This is an optimization exercise on Yosys and OpenROAD, whose aim is small area and a short achievable clock period, not a production implementation.
In this exercise RTL edits were held to simulation tests only and were not proved equivalent to the original.
Power and IR drop assume default switching activity.

### flow/design.v
`timescale 1ns / 1ps
module HA(
    input x,
    input y,
    output cout,
    output s);
    assign cout = x & y;
    assign s = x ^ y;
endmodule
`timescale 1ns / 1ps
module FA(
    input x,
    input y,
    input ci,
    output cout,
    output s);
    wire c0, c1, s0;
    HA half_adder_1(
        .x(x),
        .y(y),
        .cout(c0),
        .s(s0));
    HA half_adder_2(
        .x(ci),
        .y(s0),
        .cout(c1),
        .s(s));
    assign cout = c0 | c1;
endmodule
`timescale 1ns / 1ps
module RCA#(parameter size = 32)(x,y,ci,cout,s);
    input  [size-1:0] x;
    input  [size-1:0] y;
    input        ci;
    output       cout;
    output [size-1:0] s;
    wire [size:0] c;
    assign c[0] = ci;
    assign cout = c[size];
    genvar i;
    generate
        for(i=0;i < size;i=i+1) begin
            FA full_adder(
                .x(x[i]),
                .y(y[i]),
                .ci(c[i]),
                .cout(c[i+1]),
                .s(s[i]));
        end  
    endgenerate
endmodule
`timescale 1ns / 1ps
module CSA#(parameter size = 32)(
    input [size-1:0] A,
    input [size-1:0] B,
    input [size-1:0] C,
    output [size-1:0] S,
    output cout,
    output v);
    wire [size-1:0] S1;
    wire [size-1:0] C1;
    wire [size-1:0] RCA_out;
    assign S[0] = S1[0];
    assign S[size-1:1] = RCA_out[size-2:0];
    assign cout = RCA_out[size-1];
    assign v = (S[size-1]^A[size-1]) & ~(A[size-1]^B[size-1]);
    genvar i;
    generate 
        for(i = 0; i < size; i = i+1)
        begin 
            FA first_stage(
                .x(A[i]),
                .y(B[i]),
                .ci(C[i]),
                .cout(C1[i]),
                .s(S1[i]));
        end
    endgenerate
    defparam final_stage.size = size;
    RCA final_stage(
        .x({1'b0,S1[size-1:1]}),
        .y(C1),
        .ci(1'b0),
        .cout(),
        .s(RCA_out));
endmodule
`timescale 1ns / 1ps
module Parametric_mux#(parameter mem_width = 16, parameter mem_depth = 16)(
    input [$clog2(mem_depth)-1 : 0] addr,
    input [mem_width*mem_depth-1 : 0] data_in,
    output [mem_width-1 : 0] data_out );
    wire [mem_width-1:0]inside_w[0:mem_depth-1] ;
    genvar i ;
    generate 
        for(i = 0; i < mem_depth; i=i+1) begin
             assign inside_w[i] = data_in[(i+1)*mem_width-1 : i*mem_width]; 
        end 
    endgenerate
    assign data_out = inside_w[addr];
endmodule
`timescale 1ns / 1ps
module Parametric_decoder#(parameter mem_depth = 8)(
    input [$clog2(mem_depth)-1 : 0] addr,
    output [mem_depth-1:0] dec_out );
    genvar i;
	generate 
	  for (i = 0; i < mem_depth; i = i + 1)  begin
		assign dec_out[i] = addr==i ? 1'b1 : 1'b0;
	  end
	endgenerate
endmodule
`timescale 1ns / 1ps
module D_FF_async_rst#(parameter mem_width = 8)(
    input clk,
    input reset,
    input [mem_width-1 : 0] Rin,
    input we,
    output reg [mem_width-1 : 0] Rout);
    always @(posedge clk) begin 
        if(!reset) begin
            Rout <= 0;
        end
        else if(we) begin
            Rout <= Rin;
        end
    end
endmodule
`timescale 1ns / 1ps
module new_DFF#(parameter mem_width = 8)(
    input clk,
    input reset,
    input [mem_width-1 : 0] Rin,
    input we,
    output reg [mem_width-1 : 0] Rout);
    always @(posedge clk) begin 
        if(!reset) begin
            Rout <= 0;
        end
        else if(we) begin
            Rout <= Rin;
        end
    end
endmodule
`timescale 1ns / 1ps
module new_DFF_block#(parameter mem_width = 16, parameter mem_depth = 16)(
    input clk,
    input reset,
    input [mem_width-1 : 0] Rin,
    input we,
    input [mem_depth-1:0] S,
    output [mem_width*mem_depth-1:0] Rout);
    genvar i;
    generate 
    for(i = 0; i < mem_depth; i = i+1) begin
        defparam DFF.mem_width = mem_width;
        new_DFF DFF(
        .clk(clk),
        .reset(reset),
        .Rin(Rin),
        .we(S[i] & we),
        .Rout(Rout[(i+1)*mem_width-1 :i*mem_width])
        );
    end
    endgenerate
endmodule
`timescale 1ns / 1ps
module RegisterFile#(parameter mem_width = 32, parameter mem_depth = 32)(
    input clk,
    input reset,
    input we,
    input [mem_width-1 : 0] Rin,
    input [$clog2(mem_depth)-1 : 0] A_select,
	input [$clog2(mem_depth)-1 : 0] B_select,
	input [$clog2(mem_depth)-1 : 0] D_addr,
    output [mem_width-1 : 0] A_out,
	output [mem_width-1 : 0] B_out);
    wire [mem_depth-1:0] S;
    wire [mem_width*mem_depth-1:0] FF_out;
    wire [mem_width-1 : 0] A_reg;
    wire [mem_width-1 : 0] B_reg;
    defparam decoder_in.mem_depth = mem_depth;
    defparam registers.mem_depth = mem_depth;
    defparam A_mux_out.mem_depth = mem_depth;
	defparam B_mux_out.mem_depth = mem_depth;
    defparam registers.mem_width = mem_width;
    defparam A_mux_out.mem_width = mem_width;
	defparam B_mux_out.mem_width = mem_width;
    Parametric_decoder decoder_in(
        .addr(D_addr),
        .dec_out(S));
    new_DFF_block registers(
        .clk(clk),
        .reset(reset),
        .Rin(Rin),
        .we(we),
        .S(S),
        .Rout(FF_out));
    Parametric_mux A_mux_out(
        .addr(A_select),
        .data_in(FF_out),
        .data_out(A_reg));
    Parametric_mux B_mux_out(
        .addr(B_select),
        .data_in(FF_out),
        .data_out(B_reg));
    assign A_out = (we & (D_addr == A_select)) ? Rin : A_reg;
    assign B_out = (we & (D_addr == B_select)) ? Rin : B_reg;
endmodule
`timescale 1ns / 1ps
module Zero_comparator#(parameter size = 32)(
    input [size-1:0] A,
    output Z);
    wire [15:0] first_stage; 
    wire [7:0] second_stage;
	wire [3:0] third_stage;
	wire [1:0] fourth_stage;
	genvar i;
	for(i=0;i<16;i = i+1) begin
		assign first_stage[i] = A[2*i] | A[2*i+1];
	end
	for(i=0;i<8;i = i+1) begin	
		assign second_stage[i] = first_stage[2*i] | first_stage[2*i+1];
	end
	for(i=0;i<4;i = i+1) begin
		assign third_stage[i] = second_stage[2*i] | second_stage[2*i+1];
	end
	assign fourth_stage[0] = third_stage[1] | third_stage[0];
	assign fourth_stage[1] = third_stage[3] | third_stage[2];
	assign Z = ~(fourth_stage[0] | fourth_stage[1]);
endmodule
`timescale 1ns / 1ps
module arithmetic_unit#(parameter size = 32)(
    input [size-1:0] A,
    input [size-1:0] B,
    input [1:0] Sel,
    output [size-1:0] S,
    output C,
    output V,
    output N,
    output Z);
    wire [size-1:0] B1;
    wire [size-1:0] add_sub_out;
    wire sub;
    wire usign;
    wire out_select;
    assign sub = (Sel[0] | Sel[1]);
    assign usign = Sel[1] & Sel[0];
    assign out_select = Sel[1];
    assign B1 = {size{sub}} ^ B;
    defparam ADD_SUB.size = size;
    defparam N_mux.mem_width = 1;
    defparam N_mux.mem_depth = 2;
    defparam zero.size = size;
    defparam out_mux.mem_width = size;
    defparam out_mux.mem_depth = 2;
    CSA ADD_SUB(
        .A(A),
        .B(B1),
        .C({{(size-1){1'b0}},sub}),
        .S(add_sub_out),
        .cout(C),
        .v(V));
    Parametric_mux N_mux(
        .addr((A[size-1] ^ B[size-1]) & usign),
        .data_in({B[size-1],add_sub_out[size-1]}),
        .data_out(N));
    Zero_comparator zero(
        .A(S),
        .Z(Z));
    Parametric_mux out_mux(
        .addr(out_select),
        .data_in({{size-1{1'b0}},N,add_sub_out}),
        .data_out(S));
endmodule
`timescale 1ns / 1ps
module logical_unit#(parameter size = 32)(
    input [size-1:0] A,
    input [size-1:0] B,
    input [1:0] Sel,
    output [size-1:0] S);
    wire [size-1:0] xor_w;
    wire [size-1:0] or_w;
    wire [size-1:0] and_w;
    assign xor_w = A ^ B;
    assign or_w  = A | B;
    assign and_w = A & B;
    defparam out_mux.mem_width = size;
    defparam out_mux.mem_depth = 4;
    Parametric_mux out_mux(
        .addr(Sel),
        .data_in({{size{1'b0}},and_w,or_w,xor_w}),
        .data_out(S));
endmodule
`timescale 1ns / 1ps
module ALU#(parameter size = 32)(
    input [size-1:0] A,
    input [size-1:0] B,
    input [2:0] Sel,
    output [size-1:0] S,
    output C,
    output V,
    output Z,
    output N);
    wire [size-1:0] arithmetic_out;
    wire [size-1:0] logical_out;
    defparam arithmetic.size = size;
    defparam logical.size = size;
    defparam out_mux.mem_width = size;
    defparam out_mux.mem_depth = 2;
    arithmetic_unit arithmetic(
        .A(A),
        .B(B),
        .Sel(Sel[1:0]),
        .S(arithmetic_out),
        .C(C),
        .V(V),
        .Z(Z),
        .N(N));
    logical_unit logical(
        .A(A),
        .B(B),
        .Sel(Sel[1:0]),
        .S(logical_out));
    Parametric_mux out_mux(
        .addr(Sel[2]),
        .data_in({logical_out, arithmetic_out}),
        .data_out(S));
endmodule
`timescale 1ns / 1ps
module shifter#(parameter size = 32)(
    input [1:0] Sel,
    input [$clog2(size)-1 : 0] shamt,
    input [size-1:0] Data_in,
    output [size-1:0] Data_out);
    wire [size-1:0] shifter_in;
    wire [size-1:0] shifter_out;
    wire arithmetic_shifter_in;
	wire left;
    genvar i;
    genvar j;
    assign arithmetic_shifter_in = Data_in[size-1]  & Sel[0];
	assign left = ~(Sel[1] | Sel[0]);
    for(j = 0; j <size; j= j+1)
    begin    
        assign shifter_in[j] = (left & Data_in[size-1-j]) | (~left & Data_in[j]);
        assign Data_out[j] = (left & shifter_out[size-1-j]) | (~left & shifter_out[j]);
    end
    generate 
        for(i = 0; i < size; i = i+1) begin
            defparam mux.mem_width = 1;
            defparam mux.mem_depth = size;
            Parametric_mux mux(
                .addr(shamt),
                .data_in({{i{arithmetic_shifter_in}},{shifter_in[(size-1):i]}}),
                .data_out(shifter_out[i]));
        end
    endgenerate
endmodule
`timescale 1ns / 1ps
module FU#(parameter size = 32)(
    input [size-1:0] A, 
    input [size-1:0] B, 
    input [3:0] Sel, 
    output [size-1:0] S,
    output C,
    output V,
    output N,
    output Z);
    wire [size-1:0] alu_out; 
    wire [size-1:0] shifter_out; 
    wire ALU_C, ALU_V, ALU_N, ALU_Z;
    assign C = ALU_C & ~Sel[3];
    assign V = ALU_V & ~Sel[3];
    assign N = ALU_N & ~Sel[3];
    assign Z = ALU_Z & ~Sel[3];
    defparam ALU.size = size;
    defparam shifter.size = size;
    defparam out_mux.mem_width = size;
    defparam out_mux.mem_depth = 2; 
    ALU ALU(
        .A(A),
        .B(B),
        .Sel(Sel[2:0]),
        .S(alu_out),
        .C(ALU_C),
        .V(ALU_V),
        .Z(ALU_Z),
        .N(ALU_N));
    shifter shifter(
        .Sel(Sel[1:0]),
        .shamt(B[$clog2(size)-1 :0]),
        .Data_in(A),
        .Data_out(shifter_out));
    Parametric_mux out_mux(
        .addr(Sel[3]),
        .data_in({shifter_out,alu_out}),
        .data_out(S));
endmodule
`timescale 1ns / 1ps
module Branch_predictor#(parameter size = 32)(
    input [size-1 : 0] instruction,
    input [size-1 : 0] IMM,
    input isValid,
    output Predicted_MPC,
	output JALR);
	wire J;
	wire B;
	assign J = instruction[6] & instruction[5] & ~instruction[4] & instruction[3] & instruction[2];
	assign B = instruction[6] & instruction[5] & ~instruction[4] & ~instruction[3] & ~instruction[2];
    assign Predicted_MPC = J | (B & 1'b1);
	assign JALR = (instruction[6] & instruction[5] & ~instruction[4] & ~instruction[3] & instruction[2]);
endmodule
`timescale 1ns / 1ps
module ES_IMM_Decoder#(parameter size = 32)(
    input [size-1 : 0] instruction,
    output [size-1 : 0 ] IMM_out);
    wire [size-1: 0] I_imm;
    wire [size-1: 0] S_imm;
    wire [size-1: 0] B_imm;
    wire [size-1: 0] U_imm;
    wire [size-1: 0] J_imm;
    wire [2:0] IMM_sel;
    wire S;
    wire B;
    wire U;
    wire J;
    assign S = ~instruction[6] & instruction[5] &  ~instruction[4] & ~instruction[3] & ~instruction[2];
    assign B = instruction[6] & instruction[5] & ~instruction[4] & ~instruction[3] & ~instruction[2];
    assign U = ~instruction[6] & instruction[4] & ~instruction[3] & instruction[2];
    assign J = instruction[6] & instruction[5] & ~instruction[4] & instruction[3] & instruction[2];
    assign IMM_sel[2] = J;
    assign IMM_sel[1] = U | B;
    assign IMM_sel[0] = U | S;
    assign I_imm = {{20{instruction[31]}},instruction[31:20]};
    assign S_imm = {{20{instruction[31]}},instruction[31:25],instruction[11:7]};
    assign B_imm = {{20{instruction[31]}},instruction[7],instruction[30:25],instruction[11:8], 1'b0};
    assign U_imm = {instruction[31:12], {12{1'b0}}};
    assign J_imm = {{12{instruction[31]}},instruction[19:12],instruction[20],instruction[30:21],1'b0};
    defparam MUX.mem_width = size;
    defparam MUX.mem_depth = 8;
    Parametric_mux MUX(
        .data_in({96'd0,J_imm,U_imm,B_imm,S_imm,I_imm}),
        .addr(IMM_sel),
        .data_out(IMM_out));
endmodule
`timescale 1ns / 1ps
module PC_new#(parameter size = 32)(
	input clk,
	input reset,
	input buble,
	input MPC,
	input JALR,
	input [size-1 : 0] IMM,
	input [size-1 : 0] Correct_PC,
	input isValid,
	output [size-1 : 0] PC_Addr,
	output [size-1 : 0] PC_save);
    wire [size-1 : 0] PC_current_val;
    wire [size-1 : 0] PC_new_val;
	wire [size-1 : 0] PC_plus_four;
   	wire [size-1 : 0] PC_plus_imm;
	wire [size-1 : 0] PC_plus;
	defparam PC_reg.mem_width = size;
	defparam Adder1.size = size;
	defparam inner_mux.mem_width = size;
	defparam inner_mux.mem_depth = 2;
	defparam out_mux.mem_width = size;
	defparam out_mux.mem_depth = 2;
	defparam correction_mux.mem_width = size;
	defparam correction_mux.mem_depth = 2;
	D_FF_async_rst PC_reg(
		.clk(clk),
        .reset(reset),
        .Rin(PC_new_val),
        .we(~buble),
        .Rout(PC_current_val));
	RCA Adder1(
		.x(PC_current_val),
		.y(32'd1),
		.ci(1'b0),
		.cout(),
		.s(PC_plus_four));
	RCA Adder2(
		.x(PC_current_val),
		.y(IMM),
		.ci(1'b0),
		.cout(),
		.s(PC_plus_imm));
	Parametric_mux inner_mux(
		.addr(MPC),
		.data_in({PC_plus_imm, PC_plus_four}),
		.data_out(PC_plus));
	Parametric_mux out_mux(
		.addr(MPC|JALR),
		.data_in({PC_plus_four, PC_plus_imm}),
		.data_out(PC_save));
	Parametric_mux correction_mux(
		.addr(isValid),
		.data_in({PC_plus,Correct_PC}),
		.data_out(PC_new_val));
	assign PC_Addr = PC_current_val;
endmodule
`timescale 1ns / 1ps
module IF#(parameter size = 32)(
    input clk,
    input reset,
    input buble,
    input [size-1 : 0] instruction_i,
    input isValid,
	input [size-1 : 0] Correct_PC,
    output [size-1 : 0] instruction_o,
    output [size-1 : 0] ins_address,
    output [size-1 : 0] IMM,
    output [size-1 : 0] PCplus,
    output Predicted_MPC);
    wire w_Predicted_MPC;
    wire [size-1 : 0] w_IMM;
	wire JALR;
    Branch_predictor branch_predictor(
        .instruction(instruction_i),
        .IMM(w_IMM),
        .isValid(isValid),
        .Predicted_MPC(w_Predicted_MPC),
		.JALR(JALR));
    ES_IMM_Decoder  ES_IMM(
        .instruction(instruction_i),
        .IMM_out(w_IMM));
    PC_new PC(
        .clk(clk),
        .reset(reset),
        .buble(buble),
        .MPC(w_Predicted_MPC),
		.JALR(JALR),
		.Correct_PC(Correct_PC),
		.isValid(isValid),
        .IMM(w_IMM),
        .PC_Addr(ins_address),
        .PC_save(PCplus));
    assign instruction_o = instruction_i;
    assign IMM = w_IMM;
    assign Predicted_MPC = w_Predicted_MPC;
endmodule
`timescale 1ns / 1ps
module IF_ID#(parameter size = 32)(
    input clk,
    input reset,
    input buble,
    input flush,
    input [size-1 : 0] instruction_i,
    input [size-1 : 0] IMM_i,
    input [size-1 : 0] PCplus_i,
    input Predicted_MPC_i,
    output [size-1 : 0] instruction_o,
    output [size-1 : 0] IMM_o,
    output [size-1 : 0] PCplus_o,
    output Predicted_MPC_o);
    defparam INS.mem_width = size;
    defparam IMM.mem_width = size;
    defparam PC.mem_width = size;
    defparam MPC.mem_width = 1;
    D_FF_async_rst INS(
        .clk(clk),
        .reset(reset & ~flush),
        .Rin(instruction_i),
        .we(~buble),              
        .Rout(instruction_o));
    D_FF_async_rst IMM(
        .clk(clk),
        .reset(reset & ~flush),
        .Rin(IMM_i),
        .we(~buble),             
        .Rout(IMM_o));
    D_FF_async_rst PC(
        .clk(clk),
        .reset(reset & ~flush),
        .Rin(PCplus_i),
        .we(~buble),             
        .Rout(PCplus_o));
    D_FF_async_rst MPC(
        .clk(clk),
        .reset(reset & ~flush),
        .Rin(Predicted_MPC_i),
        .we(~buble),              
        .Rout(Predicted_MPC_o));
endmodule
`timescale 1ns / 1ps
module Instruction_decoder#(parameter size = 32)(
    input [size-1 : 0] instruction,
    output [2:0] IMM_sel,
	output [2:0] Branch_sel,
	output [2:0] Mem_type_sel,
	output [$clog2(size)-1 : 0] A_select,
	output [$clog2(size)-1 : 0] B_select,
	output [$clog2(size)-1 : 0] D_addr,
	output we,
	output MR,
	output MD,
	output MB,
	output [3:0] FS);
    wire R;
    wire S;
    wire B;
    wire U;
    wire J;
	wire Load;
	wire I_normal;
	wire JALR;
    wire [2:0] func3;
    wire fs0_1;
    wire fs0_2;
    wire fs0_3;
    assign func3 = instruction[14:12];
    assign Load = ~(instruction[6]| instruction[5]| instruction[4]| instruction[3]|instruction[2]);
	assign JALR = (instruction[6] & instruction[5] & ~instruction[4] & ~instruction[3] & instruction[2]);
	assign I_normal = (~instruction[6] & ~instruction[5] & instruction[4] & ~instruction[3] & ~instruction[2]);
    assign R = ~instruction[6] & instruction[5] & instruction[4] & ~instruction[3] & ~instruction[2]; 
    assign S = ~instruction[6] & instruction[5] &  ~instruction[4] & ~instruction[3] & ~instruction[2];
    assign B = instruction[6] & instruction[5] & ~instruction[4] & ~instruction[3] & ~instruction[2];
    assign U = ~instruction[6] & instruction[4] & ~instruction[3] & instruction[2];
    assign J = instruction[6] & instruction[5] & ~instruction[4] & instruction[3] & instruction[2];
    assign fs0_1 = B;
    assign fs0_2 = (R | I_normal) & ((func3[2] & func3[1] & ~func3[0]) | (~func3[2] & func3[1] & func3[0]));
	assign fs0_3 = ((R | I_normal) & instruction[30] & ((func3[2] & ~func3[1] & func3[0]) | (~func3[2] & ~func3[1] & ~func3[0])));
	assign FS[3] = (R | I_normal) & (~func3[1] & func3[0]);
	assign FS[2] = (R | I_normal) & (func3[2] & (func3[1] | ~func3[0]));
	assign FS[1] = (B & func3[2] & func3[1]) | ((R | I_normal) & ((func3[2] & func3[0]) | (~func3[2] & func3[1])));
	assign FS[0] = fs0_1 | fs0_2 | fs0_3;
    assign we = ~(B|S);
	assign MR = J | JALR | (U & ~instruction[5]);
	assign MD = Load;
	assign MB = ~(B | R);
    assign A_select = {$clog2(size){(~(U|J))}} & instruction[19:15];
    assign B_select = instruction[24:20];
    assign D_addr = instruction[11:7];
    assign Mem_type_sel = func3;
    assign IMM_sel[2] = J;
    assign IMM_sel[1] = U | B;
    assign IMM_sel[0] = U | S;
	assign Branch_sel[0] = (B & func3[0]) | JALR;
    assign Branch_sel[1] = (B & ~func3[2]) | J | JALR;
    assign Branch_sel[2] = (B & func3[2]) | J | JALR;
endmodule
`timescale 1ns / 1ps
module ID#(parameter size = 32)(
    input clk,
    input reset,
    input buble,
    input [size-1 : 0] instruction_i,
    input [size-1 : 0] IMM_i,
    input [size-1 : 0] PCplus_i,
    input Predicted_MPC_i,
    input [5:0] Control_Signal_WB,
    input [size-1:0] DATA_in_WB,
    output Predicted_MPC_o,
    output [size-1 : 0] A,
    output [size-1 : 0] B,
    output [size-1 : 0] RAM_DATA,
    output [size-1 : 0] PCplus_o,
    output [25 : 0] Control_Signal,
    output [25 : 0] Control_Signal_raw,
    output [2:0] Branch_sel);
    wire [size-1 : 0] B_data;
    wire [4:0] RD, RB, RA;
    wire [3:0] FS;
    wire [2:0] Mem_Type_Sel;
    wire WE;
    wire MR;
    wire MD;
    wire MB;
    defparam ins_decoder.size = size;
    defparam RegFile.mem_width = size;
	defparam RegFile.mem_depth = size;
    defparam Mux_B.mem_width = size;
	defparam Mux_B.mem_depth = 2;
	defparam Hazard.mem_width = 26;
	defparam Hazard.mem_depth = 2;
     Instruction_decoder ins_decoder(
        .instruction(instruction_i),
        .IMM_sel(),
        .Branch_sel(Branch_sel),
		.Mem_type_sel(Mem_Type_Sel),
        .A_select(RA),
        .B_select(RB),
        .D_addr(RD),
        .we(WE),
        .MR(MR),
        .MD(MD),
        .MB(MB),
        .FS(FS));
    RegisterFile RegFile(
        .clk(clk),
        .reset(reset),
        .we(Control_Signal_WB[0]),
        .Rin(DATA_in_WB),
        .A_select(RA),
        .B_select(RB),
        .D_addr(Control_Signal_WB[5:1]),
        .A_out(A),
        .B_out(B_data));
 	Parametric_mux Mux_B(
		.addr(MB),
        .data_in({IMM_i,B_data}),
        .data_out(B));
	assign Control_Signal_raw = {RD,RB,RA,FS,WE,MR,MD,MB,Mem_Type_Sel} & {26{instruction_i[0]}};
	Parametric_mux Hazard(
	   .addr(buble),
	   .data_in({26'd0,Control_Signal_raw}),
	   .data_out(Control_Signal));
    assign Predicted_MPC_o = Predicted_MPC_i;
    assign RAM_DATA = B_data;
    assign PCplus_o = PCplus_i;
endmodule
`timescale 1ns / 1ps
module ID_EX#(parameter size = 32)(
    input clk,
    input reset,
    input flush,
    input Predicted_MPC_i,
    input [size-1 : 0] A_i,
    input [size-1 : 0] B_i,
    input [size-1 : 0] RAM_DATA_i,
    input [size-1 : 0] PCplus_i,
    input [25 : 0] Control_Signal_i,
    input [2:0] Branch_sel_i,
    output Predicted_MPC_o,          
    output [size-1 : 0] A_o,           
    output [size-1 : 0] B_o,           
    output [size-1 : 0] RAM_DATA_o,  
    output [size-1 : 0] PCplus_o,    
    output [25 : 0] Control_Signal_o,
    output [2:0] Branch_sel_o);
    defparam MPC.mem_width = 1;
    defparam A.mem_width = size;
    defparam B.mem_width = size;
    defparam RAM.mem_width = size;
    defparam PC.mem_width = size;
    defparam Control.mem_width = 26;
    defparam Branch.mem_width = 3;
    D_FF_async_rst MPC(
        .clk(clk),
        .reset(reset & ~flush),
        .Rin(Predicted_MPC_i),
        .we(1'b1),              
        .Rout(Predicted_MPC_o));
    D_FF_async_rst A(
        .clk(clk),
        .reset(reset & ~flush),
        .Rin(A_i),
        .we(1'b1),              
        .Rout(A_o));
    D_FF_async_rst B(
        .clk(clk),
        .reset(reset & ~flush),
        .Rin(B_i),
        .we(1'b1),              
        .Rout(B_o));
   D_FF_async_rst RAM(
        .clk(clk),
        .reset(reset & ~flush),
        .Rin(RAM_DATA_i),
        .we(1'b1),              
        .Rout(RAM_DATA_o));
   D_FF_async_rst PC(
        .clk(clk),
        .reset(reset & ~flush),
        .Rin(PCplus_i),
        .we(1'b1),             
        .Rout(PCplus_o));
   D_FF_async_rst Control(
        .clk(clk),
        .reset(reset & ~flush),
        .Rin(Control_Signal_i),
        .we(1'b1),              
        .Rout(Control_Signal_o));
    D_FF_async_rst Branch(
        .clk(clk),
        .reset(reset & ~flush),
        .Rin(Branch_sel_i),
        .we(1'b1),              
        .Rout(Branch_sel_o));
endmodule
`timescale 1ns / 1ps
module Branch_Controller(
    input [2:0] Branch_sel, 
	input Z,
	input N,
    output MPC,
	output JALR);
	assign JALR = Branch_sel[2] & Branch_sel[1] & Branch_sel[0];
    defparam MUX.mem_width = 1;
    defparam MUX.mem_depth = 8;
    Parametric_mux MUX(
        .data_in({1'b1, 1'b1, ~N, N, ~Z, Z,1'b0, 1'b0}),
        .addr(Branch_sel),
        .data_out(MPC));
endmodule
`timescale 1ns / 1ps
module EX#(parameter size = 32)(
    input clk,
    input reset,
    input Predicted_MPC_i,
    input [size-1 : 0] A_i,
    input [size-1 : 0] B_i,
    input [size-1 : 0] RAM_DATA_i,
    input [size-1 : 0] PCplus_i,
    input [25 : 0] Control_Signal_i,
    input [size-1 : 0] Data_MEM,
    input [size-1 : 0] Data_WB,
    input [1 : 0] A_sel,
    input [1 : 0] B_sel,
    input [2:0] Branch_sel,
    output [size-1 : 0] FU_o,
    output [size-1 : 0] RAM_DATA_o,
    output [size-1 : 0] PCplus_o,
    output [11 : 0] Control_Signal_o,
    output [4:0] RA,
    output [4:0] RB,
    output isValid,
	output [size-1 : 0] Correct_PC);
    wire [size-1:0] A;
    wire [size-1:0] B;
    wire N,Z;
    wire Real_MPC;
	wire isJALR;
    defparam A_mux.mem_width = size;
	defparam A_mux.mem_depth = 4;
	defparam B_mux.mem_width = size;
	defparam B_mux.mem_depth = 4;
	defparam correction_mux.mem_width = size;
	defparam correction_mux.mem_depth = 2;
	defparam Func_Unit.size = size;
    Parametric_mux A_mux(
        .addr(A_sel),
        .data_in({Data_MEM,Data_WB,Data_MEM,A_i}),
        .data_out(A));
   Parametric_mux B_mux(
        .addr(B_sel),
        .data_in({Data_MEM,Data_WB,Data_MEM,B_i}),
        .data_out(B)); 
   FU Func_Unit(
		.A(A), 
		.B(B), 
		.Sel(Control_Signal_i[10:7]), 
		.S(FU_o),
		.C(),
		.V(),
		.N(N),
		.Z(Z));
    Branch_Controller branch_controller(
        .Branch_sel(Branch_sel), 
        .Z(Z),
        .N(N),
        .MPC(Real_MPC),
        .JALR(isJALR));
	Parametric_mux correction_mux(
		.addr(isJALR),
		.data_in({FU_o, PCplus_i}),
		.data_out(Correct_PC));
    assign RAM_DATA_o = RAM_DATA_i;
    assign PCplus_o = PCplus_i;
    assign Control_Signal_o = {Control_Signal_i[25:21],Control_Signal_i[6:0]};
    assign RA = Control_Signal_i[15:11]; 
    assign RB = Control_Signal_i[20:16];
    assign isValid =  ~(Real_MPC ^  Predicted_MPC_i);
endmodule
`timescale 1ns / 1ps
module EX_MEM#(parameter size = 32)(
    input clk,
    input reset,
    input [size-1 : 0] FU_i,
    input [size-1 : 0] RAM_DATA_i,
    input [size-1 : 0] PCplus_i,
    input [11 : 0] Control_Signal_i,
    output [size-1 : 0] FU_o,
    output [size-1 : 0] RAM_DATA_o,
    output [size-1 : 0] PCplus_o,
    output [11 : 0] Control_Signal_o);
    defparam FU.mem_width = size;
    defparam RAM.mem_width = size;
    defparam PC.mem_width = size;
    defparam Control.mem_width = 12;
    D_FF_async_rst FU(
        .clk(clk),
        .reset(reset),
        .Rin(FU_i),
        .we(1'b1),              
        .Rout(FU_o));
    D_FF_async_rst RAM(
        .clk(clk),
        .reset(reset),
        .Rin(RAM_DATA_i),
        .we(1'b1),              
        .Rout(RAM_DATA_o));
    D_FF_async_rst PC(
        .clk(clk),
        .reset(reset),
        .Rin(PCplus_i),
        .we(1'b1),              
        .Rout(PCplus_o));
   D_FF_async_rst Control(
        .clk(clk),
        .reset(reset),
        .Rin(Control_Signal_i),
        .we(1'b1),             
        .Rout(Control_Signal_o));
endmodule
`timescale 1ns / 1ps
module MEM#(parameter size = 32)(
    input [size-1 : 0] FU_i,
    input [size-1 : 0] RAM_DATA_i,
    input [size-1 : 0] PCplus_i,
    input [size-1 : 0] MEM_result_i,
    input [11 : 0] Control_Signal_i,
    output [size-1 : 0] RAM_DATA_o,
    output [2:0] RAM_DATA_control,
    output RAM_rw,
    output [4:0] RD_MEM,
    output WE_MEM,
    output [size-1 : 0] FU_o,
    output [size-1 : 0] MEM_result_o,
    output [size-1 : 0] PCplus_o,
    output [7 : 0] Control_Signal_o);
    assign RAM_DATA_o = RAM_DATA_i;
    assign RAM_DATA_control = Control_Signal_i[2:0];
    assign RAM_rw = Control_Signal_i[3] & ~Control_Signal_i[6];
    assign FU_o = FU_i;
    assign MEM_result_o = MEM_result_i;
    assign PCplus_o = PCplus_i;
    assign Control_Signal_o = Control_Signal_i[11:4];
    assign RD_MEM = Control_Signal_i[11:7];
    assign WE_MEM = Control_Signal_i[6];
endmodule
`timescale 1ns / 1ps
module MEM_WB#(parameter size = 32)(
    input clk,
    input reset,
    input [size-1 : 0] FU_i,
    input [size-1 : 0] MEM_result_i,
    input [size-1 : 0] PCplus_i,
    input [7 : 0] Control_Signal_i,
    output [size-1 : 0] FU_o,
    output [size-1 : 0] MEM_result_o,
    output [size-1 : 0] PCplus_o,
    output [7 : 0] Control_Signal_o);
    defparam FU.mem_width = size;
    defparam MEM.mem_width = size;
    defparam PC.mem_width = size;
    defparam Control.mem_width = 8;
    D_FF_async_rst FU(
        .clk(clk),
        .reset(reset),
        .Rin(FU_i),
        .we(1'b1),              
        .Rout(FU_o));
    D_FF_async_rst MEM(
        .clk(clk),
        .reset(reset),
        .Rin(MEM_result_i),
        .we(1'b1),              
        .Rout(MEM_result_o));
    D_FF_async_rst PC(
        .clk(clk),
        .reset(reset),
        .Rin(PCplus_i),
        .we(1'b1),              
        .Rout(PCplus_o));
   D_FF_async_rst Control(
        .clk(clk),
        .reset(reset),
        .Rin(Control_Signal_i),
        .we(1'b1),              
        .Rout(Control_Signal_o));
endmodule
`timescale 1ns / 1ps
module WB#(parameter size = 32)(
    input [size-1 : 0] FU_i,
    input [size-1 : 0] MEM_result_i,
    input [size-1 : 0] PCplus_i,
    input [7 : 0] Control_Signal_i,
    output [4:0] RD_WB,
    output WE_WB,
    output [size-1 : 0] Final_Result,
    output [5 : 0] Control_Signal_o);
    defparam Final_mux.mem_width = size;
    defparam Final_mux.mem_depth = 4;
    Parametric_mux Final_mux(
        .addr(Control_Signal_i[1:0]),
        .data_in({{size{1'b0}},PCplus_i,MEM_result_i,FU_i}),
        .data_out(Final_Result));
    assign Control_Signal_o = Control_Signal_i[7:2];
    assign RD_WB = Control_Signal_i[7:3];
    assign WE_WB = Control_Signal_i[2];
endmodule
`timescale 1ns / 1ps
module Data_Forward(
    input [4:0] RA,
    input [4:0] RB,
	input MB,
    input [4:0] RD_MEM,
    input [4:0] RD_WB,
    input WE_MEM,
    input WE_WB,
    output [1:0] A_sel,
    output [1:0] B_sel);
    wire RA_RD_MEM;          
    wire RA_RD_WB;
    wire RB_RD_MEM;
    wire RB_RD_WB;
    wire [4:0] RA_RD_MEM_exor; 
    wire [4:0] RA_RD_WB_exor;
    wire [4:0] RB_RD_MEM_exor;
    wire [4:0] RB_RD_WB_exor;
    assign RA_RD_MEM_exor = RA ^ RD_MEM;
    assign RA_RD_WB_exor = RA ^ RD_WB;
    assign RB_RD_MEM_exor = RB ^ RD_MEM;
    assign RB_RD_WB_exor = RB ^ RD_WB;
    assign RA_RD_MEM = RA_RD_MEM_exor[4] | RA_RD_MEM_exor[3] | RA_RD_MEM_exor[2] | RA_RD_MEM_exor[1] | RA_RD_MEM_exor[0]; 
    assign RA_RD_WB = RA_RD_WB_exor[4] | RA_RD_WB_exor[3] | RA_RD_WB_exor[2] | RA_RD_WB_exor[1] | RA_RD_WB_exor[0];
    assign RB_RD_MEM = RB_RD_MEM_exor[4] | RB_RD_MEM_exor[3] | RB_RD_MEM_exor[2] | RB_RD_MEM_exor[1] | RB_RD_MEM_exor[0]; 
    assign RB_RD_WB = RB_RD_WB_exor[4] | RB_RD_WB_exor[3] | RB_RD_WB_exor[2] | RB_RD_WB_exor[1] | RB_RD_WB_exor[0];  
    assign A_sel[0] = WE_MEM & ~RA_RD_MEM;
    assign A_sel[1] = WE_WB & ~RA_RD_WB;
    assign B_sel[0] = WE_MEM & ~RB_RD_MEM & ~MB;
    assign B_sel[1] = WE_WB & ~RB_RD_WB & ~MB;
endmodule
`timescale 1ns / 1ps
module Hazard_Detection#(parameter size = 32)(
    input [4:0] RD_EX,
    input isLoad_EX,
    input [4:0] RA_ID, 
    input [4:0] RB_ID,
    output buble);
    wire [4:0] RD_RA;
    wire [4:0] RD_RB;
    wire isRA;
    wire isRB;
    assign RD_RA = RD_EX ^ RA_ID;
    assign RD_RB = RD_EX ^ RB_ID;
    assign isRA = ~(RD_RA[4] | RD_RA[3] | RD_RA[2] | RD_RA[1] | RD_RA[0]);
    assign isRB = ~(RD_RB[4] | RD_RB[3] | RD_RB[2] | RD_RB[1] | RD_RB[0]);
    assign buble = isLoad_EX & (isRA | isRB);
endmodule
`timescale 1ns / 1ps
module Pipelined_design#(parameter size = 32)(
    input clk,
    input reset,
    input [size-1 : 0] instruction_i,
    input [size-1 : 0] MEM_result_i,
    output [size-1 : 0] ins_address,
    output [size-1 : 0] RAM_DATA_o,
    output [size-1 : 0] RAM_Addr_o,
    output [2:0] RAM_DATA_control,
    output RAM_rw);
    wire [size-1:0] instruction_IF_o;
    wire [size-1:0] IMM_IF_o;
    wire [size-1:0] PCPlus_IF_o;
    wire Predicted_MPC_IF_o;
    wire [size-1:0] instruction_ID_i;
    wire [size-1:0] IMM_ID_i;
    wire [size-1:0] PCPlus_ID_i;
    wire Predicted_MPC_ID_i;
    wire Predicted_MPC_ID_o;
    wire [size-1 : 0] A_ID_o;
    wire [size-1 : 0] B_ID_o;
    wire [size-1 : 0] RAM_DATA_ID_o;
    wire [size-1 : 0] PCplus_ID_o;
    wire [25 : 0] Control_Signal_ID_o;
    wire [25 : 0] Control_Signal_ID_raw;
    wire [2:0] Branch_sel_ID_o;
    wire Predicted_MPC_EX_i;
    wire [size-1 : 0] A_EX_i;
    wire [size-1 : 0] B_EX_i;
    wire [size-1 : 0] RAM_DATA_EX_i;
    wire [size-1 : 0] PCplus_EX_i;
    wire [25 : 0] Control_Signal_EX_i;
    wire [2:0] Branch_sel_EX_i;
    wire [size-1 : 0] FU_EX_o;
    wire [size-1 : 0] RAM_DATA_EX_o;
    wire [size-1 : 0] PCplus_EX_o;
    wire [11 : 0] Control_Signal_EX_o;
    wire [size-1 : 0] FU_MEM_i;
    wire [size-1 : 0] RAM_DATA_MEM_i;
    wire [size-1 : 0] PCplus_MEM_i;
    wire [11 : 0] Control_Signal_MEM_i;
    wire [size-1 : 0] FU_MEM_o;
    wire [size-1 : 0] MEM_result_MEM_o;
    wire [size-1 : 0] PCplus_MEM_o;
    wire [7 : 0] Control_Signal_MEM_o;
    wire [size-1 : 0] FU_WB_i;
    wire [size-1 : 0] MEM_result_WB_i;
    wire [size-1 : 0] PCplus_WB_i;
    wire [7 : 0] Control_Signal_WB_i;
    wire [size-1 : 0] Final_Result_WB_o;
    wire [5 : 0] Control_Signal_WB_o;
    wire isValid;
    wire buble;
    wire [4:0] RA_DF, RB_DF, RD_MEM, RD_WB;
    wire WE_MEM, WE_WB, isLoadMem;
    wire [1:0] A_sel_DF;
    wire [1:0] B_sel_DF;
	wire [size-1 : 0] PC_EX_o;
    IF Ins_Fetch(
        .clk(clk),
        .reset(reset),
        .buble(buble),
        .instruction_i(instruction_i),
        .isValid(isValid),
		.Correct_PC(PC_EX_o),
        .instruction_o(instruction_IF_o),
        .ins_address(ins_address),
        .IMM(IMM_IF_o),
        .PCplus(PCPlus_IF_o),
        .Predicted_MPC(Predicted_MPC_IF_o));
    IF_ID IF_ID(
        .clk(clk),
        .reset(reset),
        .buble(buble),
		.flush(~isValid),
        .instruction_i(instruction_IF_o),
        .IMM_i(IMM_IF_o),
        .PCplus_i(PCPlus_IF_o),
        .Predicted_MPC_i(Predicted_MPC_IF_o),
        .instruction_o(instruction_ID_i),
        .IMM_o(IMM_ID_i),
        .PCplus_o(PCPlus_ID_i),
        .Predicted_MPC_o(Predicted_MPC_ID_i));
    ID ID(
        .clk(clk),
        .reset(reset),
        .buble(buble),
        .instruction_i(instruction_ID_i),
        .IMM_i(IMM_ID_i),
        .PCplus_i(PCPlus_ID_i),
        .Predicted_MPC_i(Predicted_MPC_ID_i),
        .Control_Signal_WB(Control_Signal_WB_o),
        .DATA_in_WB(Final_Result_WB_o),
        .Predicted_MPC_o(Predicted_MPC_ID_o),
        .A(A_ID_o),
        .B(B_ID_o),
        .RAM_DATA(RAM_DATA_ID_o),
        .PCplus_o(PCplus_ID_o),
        .Control_Signal(Control_Signal_ID_o),
        .Control_Signal_raw(Control_Signal_ID_raw),
        .Branch_sel(Branch_sel_ID_o));
    ID_EX ID_EX(
        .clk(clk),
        .reset(reset),
		.flush(~isValid),
        .Predicted_MPC_i(Predicted_MPC_ID_o),
        .A_i(A_ID_o),
        .B_i(B_ID_o),
        .RAM_DATA_i(RAM_DATA_ID_o),
        .PCplus_i(PCplus_ID_o),
        .Control_Signal_i(Control_Signal_ID_o),
        .Branch_sel_i(Branch_sel_ID_o),
        .Predicted_MPC_o(Predicted_MPC_EX_i),          
        .A_o(A_EX_i),
        .B_o(B_EX_i),
        .RAM_DATA_o(RAM_DATA_EX_i),
        .PCplus_o(PCplus_EX_i),
        .Control_Signal_o(Control_Signal_EX_i),
        .Branch_sel_o(Branch_sel_EX_i));    
    EX EX(
        .clk(clk),
        .reset(reset),
        .Predicted_MPC_i(Predicted_MPC_EX_i),
        .A_i(A_EX_i),
        .B_i(B_EX_i),
        .RAM_DATA_i(RAM_DATA_EX_i),
        .PCplus_i(PCplus_EX_i),
        .Control_Signal_i(Control_Signal_EX_i),
        .Branch_sel(Branch_sel_EX_i),
        .Data_MEM(FU_MEM_i),    
        .Data_WB(Final_Result_WB_o),     
        .A_sel(A_sel_DF),       
        .B_sel(B_sel_DF),       
        .FU_o(FU_EX_o),
        .RAM_DATA_o(RAM_DATA_EX_o),
        .PCplus_o(PCplus_EX_o),
        .Control_Signal_o(Control_Signal_EX_o),
        .RA(RA_DF),          
        .RB(RB_DF),          
        .isValid(isValid),
		.Correct_PC(PC_EX_o));         
    EX_MEM EX_MEM(
        .clk(clk),
        .reset(reset),
        .FU_i(FU_EX_o),
        .RAM_DATA_i(RAM_DATA_EX_o),
        .PCplus_i(PCplus_EX_o),
        .Control_Signal_i(Control_Signal_EX_o),
        .FU_o(FU_MEM_i),
        .RAM_DATA_o(RAM_DATA_MEM_i),
        .PCplus_o(PCplus_MEM_i),
        .Control_Signal_o(Control_Signal_MEM_i));
    MEM MEM(
        .FU_i(FU_MEM_i),
        .RAM_DATA_i(RAM_DATA_MEM_i),
        .PCplus_i(PCplus_MEM_i),
        .MEM_result_i(MEM_result_i),
        .Control_Signal_i(Control_Signal_MEM_i),
        .RAM_DATA_o(RAM_DATA_o),
        .RAM_DATA_control(RAM_DATA_control),
        .RAM_rw(RAM_rw),
        .RD_MEM(RD_MEM),
        .WE_MEM(WE_MEM),
        .FU_o(FU_MEM_o),
        .MEM_result_o(MEM_result_MEM_o),
        .PCplus_o(PCplus_MEM_o),
        .Control_Signal_o(Control_Signal_MEM_o));
    MEM_WB MEM_WB(
        .clk(clk),
        .reset(reset),
        .FU_i(FU_MEM_o),
        .MEM_result_i(MEM_result_MEM_o),
        .PCplus_i(PCplus_MEM_o),
        .Control_Signal_i(Control_Signal_MEM_o),
        .FU_o(FU_WB_i),
        .MEM_result_o(MEM_result_WB_i),
        .PCplus_o(PCplus_WB_i),
        .Control_Signal_o(Control_Signal_WB_i));
    WB WB(
        .FU_i(FU_WB_i),
        .MEM_result_i(MEM_result_WB_i),
        .PCplus_i(PCplus_WB_i),
        .Control_Signal_i(Control_Signal_WB_i),
        .RD_WB(RD_WB),
        .WE_WB(WE_WB),
        .Final_Result(Final_Result_WB_o),
        .Control_Signal_o(Control_Signal_WB_o));
    Data_Forward DF(
        .RA(RA_DF),
        .RB(RB_DF),
		.MB(Control_Signal_EX_i[3]),
        .RD_MEM(RD_MEM),
        .RD_WB(RD_WB),
        .WE_MEM(WE_MEM),
        .WE_WB(WE_WB),
        .A_sel(A_sel_DF),
        .B_sel(B_sel_DF));   
    Hazard_Detection HD(
        .RD_EX(Control_Signal_EX_o[11:7]),
        .isLoad_EX(Control_Signal_EX_o[4]),
        .RA_ID(Control_Signal_ID_raw[15:11]),
        .RB_ID(Control_Signal_ID_raw[20:16]),
        .buble(buble));
    assign RAM_Addr_o = FU_MEM_o;
endmodule
### flow/run.sh
#!/bin/bash
# synth_recipe.tcl (not shown) runs the flow's synth.tcl, then flattens the netlist and writes it again
# the make line also repeats each setting of config.mk as NAME=value (left out here)
make -C /OpenROAD-flow-scripts/flow DESIGN_CONFIG=/design/flow/config.mk WORK_HOME=/design/flow/orfs CLKGATE_MAP_FILE= SYNTH_SCRIPT=/design/flow/synth_recipe.tcl finish
### flow/config.mk
export PLATFORM = sky130hd
export DESIGN_NAME = Pipelined_design
export DESIGN_NICKNAME = Pipelined_design
export VERILOG_FILES = /design/flow/design.v
export SDC_FILE = /design/flow/constraint.sdc
export NUM_CORES = 4
export LEC_CHECK = 0
export CAP_MARGIN = 20
export CORE_MARGIN = 2
export CORE_UTILIZATION = 30
export PLACE_DENSITY = 0.45
export SLEW_MARGIN = 20
### flow/constraint.sdc
create_clock -name core_clock -period 18.0 [get_ports {clk}]
set_input_delay 3.6000 -clock core_clock [delete_from_list [all_inputs] [get_ports {clk}]]
set_output_delay 3.6000 -clock core_clock [all_outputs]
set_load 0.01 [all_outputs]
==> impl_metrics.tcl <==
set metrics [dict create \
    cp-startpoint "instruction_i[4]" \
    synth_cell_type_count 104 \
    crit_family "adder cells" \
    final_layout_size_suffix_gt1_share_pct 10.8 \
    cts_root_buffer "clkbuf_16" \
    ys.flop_type "dfxtp_1" \
    grt_pass1_vias 73309 \
    detail_route.wl_per_cell_um 37.2 \
    vias 80083 \
    r2r_start "MEM_WB.Control.Rout[5]" \
    cts_tree "done" \
    die_w_um 507 \
    worst_pin_slew_ns 1.30 \
    seq_area_frac_synth_pct 39.9 \
    p_leak_nw 28.6 \
    synth_edf_count 0 \
    final_cell_mix "dfxtp_1, nor2_1, a211oi_1" \
    dpl.cell_count 11855 \
    finalSetupViolCount 0 \
    die_h_um 507 \
    layout_min_cycle_time_ns 17.46 \
    row_count 184 \
    status "complete, no violations" \
    crit_type "in -> reg" \
    critPathSlowestCell "clkdlybuf4s50_1" \
    rsz0062_at_grt "no" \
    synth_cells 8997 \
    wirelength_um 454000 \
    worstHoldStart "EX_MEM.PC.Rout[2]" \
    fin_cells 12197 \
    finalClockSkew_ns 0.0795 \
    fillers 25753 \
    syn-num-nets 9248 \
    ant_nets 0 \
    cpMostUsedCell "fa_1" \
    synth_area_sq_um 76000 \
    dieArea_sq_um 257000 \
    crit_buf_inv 4 \
    setup_tns_ns 0 \
    gp_congestion 0.956 \
    dr.first_iter.drc_count 13470 \
    pin_count 166 \
    regMostFlops "ID.RegFile.registers.genblk1.DFF.Rout" \
    drv_slew 0 \
    start_util_pct 30.2 \
    max_stage_delay_ns 0.46 \
    grt_max_degree 215 \
    holdWs_ns 0.392 \
    crit_path_start_kind "input pin" \
    hold_class "reg -> reg" \
    cp.required_ns 18.78 \
    synthToLayoutAreaGrowth_pct 15.9 \
    total_power_mw 8.25 \
    critPathCaptureType "flip-flop" \
    post-place-ws_ns -1.12 \
    cp_max_fo 3 \
    clock_latency_ns 0.88 \
    synth-seq-cells 1516 \
    cts_buffer_depth 3 \
    synthArstFlopShare_pct 0 \
    power_density_nw_per_um2 93.6 \
    postCtsHoldBufs 0 \
    finalHoldViolCount 0 \
    maxCapViolCount 0 \
    portBuffers 164 \
    ys_warn_count 15 \
    dp_hpwl_um 281000 \
    clkSlewWorstSetupHoldPaths_ns 0.06 \
    via_per_inst 6.57 \
    grt_usage_pct 33.7 \
    firstDrtPassIters 9 \
    timing.final.ws_setup_ns 0.535 \
    avgSynthCellArea_sq_um 8.45 \
    drc 0 \
    placed_area_sq_um 81900 \
    h-tree-depth 4 \
    peakVddDrop_v 0.0000941 \
    antenna_found_initial 29 \
    cts_buffers 175 \
    largest_register_ffs 1024 \
    fin_nets 8942 \
    core_sq_um 252000 \
    fin_area_sq_um 88100 \
    grt.overflow.total 0 \
    final.period_utilization_pct 97.0 \
    cp.arrival_ns 18.24 \
    cts.sinks 1516 \
    post-route-util_pct 35.0 \
    final_common_cell "dfxtp_1" \
    grt_pass1_wl_um 616000 \
    fmax_mhz 57.3 \
    relSlewSlack_pct 12.2 \
]
## layout make-up
cell class / count / area [sq um] / area share (%)
multi-input combinational: 6284 / 42200 / 47.9
timing repair buffer: 552 / 4810 / 5.46
sequential: 1516 / 30400 / 34.5
inverter: 162 / 616 / 0.699
antenna: 23 / 57.6 / 0.0653
clock inverter: 68 / 905 / 1.03
clock buffer: 244 / 5000 / 5.67
tap: 3348 / 4190 / 4.75
## timing repair
item                                    CTS  global route
pin swaps                                 2             2
gates resized for setup                   8            19
cloned                                    0             1
setup buffers                             0             0
endpoints found under the setup margin    2            85
## Yosys cell counts, types with 14 or more instances
cell,number,area [sq um]
a211oi_1,1120,8410
a21o_1,24,180
a21oi_1,262,1310
a221o_1,22,220
a221oi_1,275,2410
a222oi_1,71,711
a22o_1,235,2060
a22oi_1,398,2990
a31oi_1,35,219
and2_1,196,1230
and3_1,55,344
buf_1,91,342
buf_2,66,330
buf_4,75,563
clkbuf_1,799,3000
dfxtp_1,1516,30300
fa_1,59,1180
ha_1,126,1580
inv_1,159,597
mux2_2,23,259
mux2i_1,117,1170
mux4_2,17,383
nand2_1,394,1480
nand3_1,142,711
nand4_1,154,963
nor2_1,1498,5620
nor2b_1,14,87.6
nor3_1,84,420
nor3b_1,14,105
nor4_1,64,400
o211ai_1,61,458
o21ai_0,253,1270
o21ai_1,17,85.1
o221ai_1,21,184
o22ai_1,148,926
o31ai_1,27,203
o32ai_1,50,438
or2_2,14,87.6
or4_1,16,120
xnor2_1,58,508
## power by group
group          total (mW)  switching [mW]  leakage, nW  internal, mW
registers            3.51          0.0881         12.3          3.43
logic               0.990           0.709         13.4         0.281
clock network        3.74            1.60         2.91          2.15
## final timing paths
| path | end | slack (ns) | cells after the start |
|---|---|---|---|
| worst min-delay path | MEM_WB.PC.Rout[2] | 0.39 | 1 |
| worst min register to register | MEM_WB.PC.Rout[2] | 0.39 | 1 |
| worst max register to register | ID_EX.B.Rout[24] | 0.60 | 48 |
| worst max-delay path | Ins_Fetch.PC.PC_reg.Rout[31] | 0.54 | 43 |
## metal layers
metal	wire, um	vias up	GRT usage [%]
met5	69	-	0.0370
met2	179000	6182	46.6
met1	187000	39238	45.9
met3	56200	1546	10.2
li1	-	33107	-
met4	31200	10	19.7
## logic make-up after synthesis
group / synth area share, %
adder cells (fa/ha/maj): 3.63
multiplexers: 2.39
XOR/XNOR: 0.818
AND/OR/NAND/NOR: 15.9
AO/OA/AOI/OAI: 30.9
flip-flops: 39.9
buffers and inverters: 6.44

==> re-timing with driven ports <==
How much do the figures lean on ideal ports? The routed layout below was timed once more, with nothing changed but the port constraints. Step 1: set_driving_cell puts a clkbuf_16 on clk and a buf_2 on each other input, an assumption about the parent block. Step 2 times the ports against the registers' clock, not the clock port: input delays grow and output delays shrink by t, the midpoint of the rising clock arrivals with the driver on. Slacks: no drivers / after step 1 / after step 2; pairs: no drivers / after step 1.
shift t [ns]: 0.951
setup WS [ns]: 0.535 / 0.585 / -0.366
latest minus earliest clock arrival (ns): 0.081 / 0.081
Met with ideal ports but missed after step 2: setup timing in this run. The setup slack of this run moves by +0.050 ns with the drivers and by -0.901 ns with both steps.
